From an optimization exercise on the open Yosys and OpenROAD flow, aimed at small area; shortcuts taken in it are not production practice.
In this exercise RTL edits were held to simulation tests only and were not proved equivalent to the original.
The clock port is modelled as an ideal driver; clocking choices that lean on that would not hold on a real chip.

==> run a <==
==> flow/design.v (excerpt) <==
module cordic_dds (clk, phase_i, sin_o, cos_o, err_o);
   input         clk;
   input  [15:0] phase_i;
   output [16:0] sin_o, cos_o, err_o;
   reg [1:0] q [0:14];
   always @(posedge clk) q[0] <= phase_i[15:14];
   genvar g;
   generate for (g = 1; g < 15; g = g + 1) begin : qp
      always @(posedge clk) q[g] <= q[g-1];
   end endgenerate
   reg [13:0] z0;
   always @(posedge clk) z0 <= phase_i[13:0];
   reg [14:0] z1;
   reg [13:0] z2;
   reg [12:0] z3;
   reg [11:0] z4;
   reg [10:0] z5;
   reg [9:0] z6;
   reg [8:0] z7;
   reg [7:0] z8;
   reg [6:0] z9;
   reg [5:0] z10;
   reg [4:0] z11;
   reg [3:0] z12;
   reg [3:0] z13;
   reg [2:0] z14;
   always @(posedge clk) z1 <= {1'b0, z0} - 15'd8189;
   always @(posedge clk) z2 <= z1[14] ? z1[13:0] + 14'd4834 : z1[13:0] - 14'd4834;
   always @(posedge clk) z3 <= z2[13] ? z2[12:0] + 13'd2554 : z2[12:0] - 13'd2554;
   always @(posedge clk) z4 <= z3[12] ? z3[11:0] + 12'd1296 : z3[11:0] - 12'd1296;
   always @(posedge clk) z5 <= z4[11] ? z4[10:0] + 11'd650 : z4[10:0] - 11'd650;
   always @(posedge clk) z6 <= z5[10] ? z5[9:0] + 10'd325 : z5[9:0] - 10'd325;
   always @(posedge clk) z7 <= z6[9] ? z6[8:0] + 9'd162 : z6[8:0] - 9'd162;
   always @(posedge clk) z8 <= z7[8] ? z7[7:0] + 8'd81 : z7[7:0] - 8'd81;
  ...
export LEC_CHECK = 0
export CAP_MARGIN = 20
export CORE_MARGIN = 2
export CORE_UTILIZATION = 40
export CTS_BUF_LIST = sky130_fd_sc_hd__clkbuf_16
export CTS_CLUSTER_DIAMETER = 120
export CTS_CLUSTER_SIZE = 25
export SLEW_MARGIN = 20
create_clock -name core_clock -period 5.0 [get_ports {clk}]
run.sh (not shown) runs the stock make flow with config.mk's settings and CLKGATE_MAP_FILE= SYNTH_SCRIPT=/design/flow/synth_recipe.tcl, a recipe that flattens the netlist after the stock synthesis.
==> run b (differences from run a) <==
==> flow/flow/run.sh (new file) <==
#!/bin/bash
# Own layout flow: the standard flow (standard synthesis unchanged), with
#  - the port buffers made from sky130_fd_sc_hd__buf_1 cells,
#  - clock tree options passed to clock_tree_synthesis,
#  - power recovery (cell down-sizing on paths with slack) after global routing.
# Each make run writes its full output to a log of its own in the work folder;
# ORFS's per-step logs are under orfs/logs/.
set -euo pipefail
cd "$(dirname "$0")/.."
source flow/knobs.sh
bash standard.sh finish \
  "BUFFER_PORTS_ARGS=$PORT_BUF_ARGS" \
  "CTS_ARGS=$CTS_ARGS" \
  "RECOVER_POWER=$RECOVER" > flow_standard.log 2>&1
==> flow/flow/knobs.sh (new file) <==
PORT_BUF_ARGS="-buffer_cell sky130_fd_sc_hd__buf_1"
CTS_ARGS="-sink_clustering_enable -repair_clock_nets -dont_use_dummy_load -buf_list sky130_fd_sc_hd__clkbuf_16 -sink_clustering_size 25 -sink_clustering_max_diameter 120"
RECOVER=0
==> flow/standard.sh (new file) <==
#!/bin/bash
# synth_recipe.tcl (not shown) runs the flow's synth.tcl, then flattens the netlist and writes it again
# the make line also repeats each setting of config.mk as NAME=value (left out here)
make -C /OpenROAD-flow-scripts/flow DESIGN_CONFIG=/design/flow/config.mk WORK_HOME=/design/flow/orfs CLKGATE_MAP_FILE= SYNTH_SCRIPT=/design/flow/synth_recipe.tcl "${@:-finish}"
- ABC_AREA: default -> 1
- ABC_CLOCK_PERIOD_IN_PS: default -> 5000
- CTS_BUF_LIST: sky130_fd_sc_hd__clkbuf_16 -> default
- CTS_CLUSTER_DIAMETER: 120 -> default
- CTS_CLUSTER_SIZE: 25 -> default
removed: flow/run.sh
==> run c (differences from run a) <==
==> flow/flow/run.sh (new file) <==
#!/bin/bash
# Own layout flow: the standard flow (standard synthesis unchanged), with
#  - the port buffers made from sky130_fd_sc_hd__buf_1 cells,
#  - clock tree options passed to clock_tree_synthesis,
#  - power recovery (cell down-sizing on paths with slack) after global routing.
# Each make run writes its full output to a log of its own in the work folder;
# ORFS's per-step logs are under orfs/logs/.
set -euo pipefail
cd "$(dirname "$0")/.."
source flow/knobs.sh
bash standard.sh finish \
  "BUFFER_PORTS_ARGS=$PORT_BUF_ARGS" \
  "CTS_ARGS=$CTS_ARGS" \
  "RECOVER_POWER=$RECOVER" > flow_standard.log 2>&1
==> flow/flow/knobs.sh (new file) <==
PORT_BUF_ARGS="-buffer_cell sky130_fd_sc_hd__buf_1"
CTS_ARGS="-sink_clustering_enable -repair_clock_nets -dont_use_dummy_load -buf_list sky130_fd_sc_hd__clkbuf_16 -sink_clustering_size 25 -sink_clustering_max_diameter 120"
RECOVER=100
==> flow/standard.sh (new file) <==
#!/bin/bash
# synth_recipe.tcl (not shown) runs the flow's synth.tcl, then flattens the netlist and writes it again
# the make line also repeats each setting of config.mk as NAME=value (left out here)
make -C /OpenROAD-flow-scripts/flow DESIGN_CONFIG=/design/flow/config.mk WORK_HOME=/design/flow/orfs CLKGATE_MAP_FILE= SYNTH_SCRIPT=/design/flow/synth_recipe.tcl "${@:-finish}"
- CTS_BUF_LIST: sky130_fd_sc_hd__clkbuf_16 -> default
- CTS_CLUSTER_DIAMETER: 120 -> default
- CTS_CLUSTER_SIZE: 25 -> default
removed: flow/run.sh
==> flow_results.org <==
** Logic synthesis
- By area the synthesized netlist is led by sky130_fd_sc_hd__dfxtp_1, sky130_fd_sc_hd__ha_1, sky130_fd_sc_hd__fa_1, sky130_fd_sc_hd__inv_1, sky130_fd_sc_hd__nand2_1.

** Finish
- Fill cells in the final layout number 5,651.
- Highest-count cells in the layout ignoring fill and taps :: sky130_fd_sc_hd__dfxtp_1, sky130_fd_sc_hd__inv_1, sky130_fd_sc_hd__nand2_1

** Critical path
- Launch point of the worst reg-to-reg path :: q[14][1]

** GRT
- Entering global routing, the biggest net connects 41 pins.

** Run status
- Outcome :: no timing/DRC/antenna violations
# the run above: run b

==> flow_results.org <==
** Finish
- The filler cells instantiated in the layout total 5,741.

** STA
- The final max-slew violation count was 74.

** Run
- Across the run, the number of max-cap violations was 3.

** Run status
- Outcome :: complete, but fails checks
- Layout check fault list :: max-capacitance violations, max-slew violations
# the run above: run c

==> flow_results.org <==
** Logic synthesis
- Cell types occupying the most area after synthesis :: sky130_fd_sc_hd__dfxtp_1, sky130_fd_sc_hd__ha_1, sky130_fd_sc_hd__fa_1, sky130_fd_sc_hd__xnor2_1, sky130_fd_sc_hd__inv_1

** STA
- Setup repair after global routing left no endpoint under its margin.

** Finish
- Fillers :: 5,679
- In the layout the commonest cells are sky130_fd_sc_hd__dfxtp_1, sky130_fd_sc_hd__inv_1, sky130_fd_sc_hd__ha_1.

** Critical path
- Broken down by cell family, the worst path's largest delay share belongs to adder cells.

** Run
- Max-cap violations in this run came to 0.

** Run status
- The run finished with no timing, DRC or antenna violations.
# the run above: run a

static timing again, ports no longer ideal:
How much do the figures lean on ideal ports? The routed layouts below were timed once more, with nothing changed but the port constraints.
Step 1 (the two cells are an assumption about what drives the block):
set clk [get_ports {clk}]
set_driving_cell -lib_cell sky130_fd_sc_hd__clkbuf_16 $clk
set_driving_cell -lib_cell sky130_fd_sc_hd__buf_2 [delete_from_list [all_inputs] $clk]
Step 2 also shifts input and output timing later by t, the mid clock arrival at the registers, as if the neighbouring blocks saw the same clock.
Slacks: ideal / step 1 / step 2; pairs: ideal / step 1.
| run | t (ns) | setup slack, ns | clock arrival spread, ns | pins driven straight from the clock port |
|---|---|---|---|---|
| run a | 0.606 | 0.442 / 0.442 / 0.442 | 0.030 / 0.030 | 1 |
| run b | 0.589 | 0.945 / 0.945 / 0.945 | 0.065 / 0.066 | 1 |
| run c | 0.595 | 0.530 / 0.530 / 0.530 | 0.034 / 0.035 | 1 |
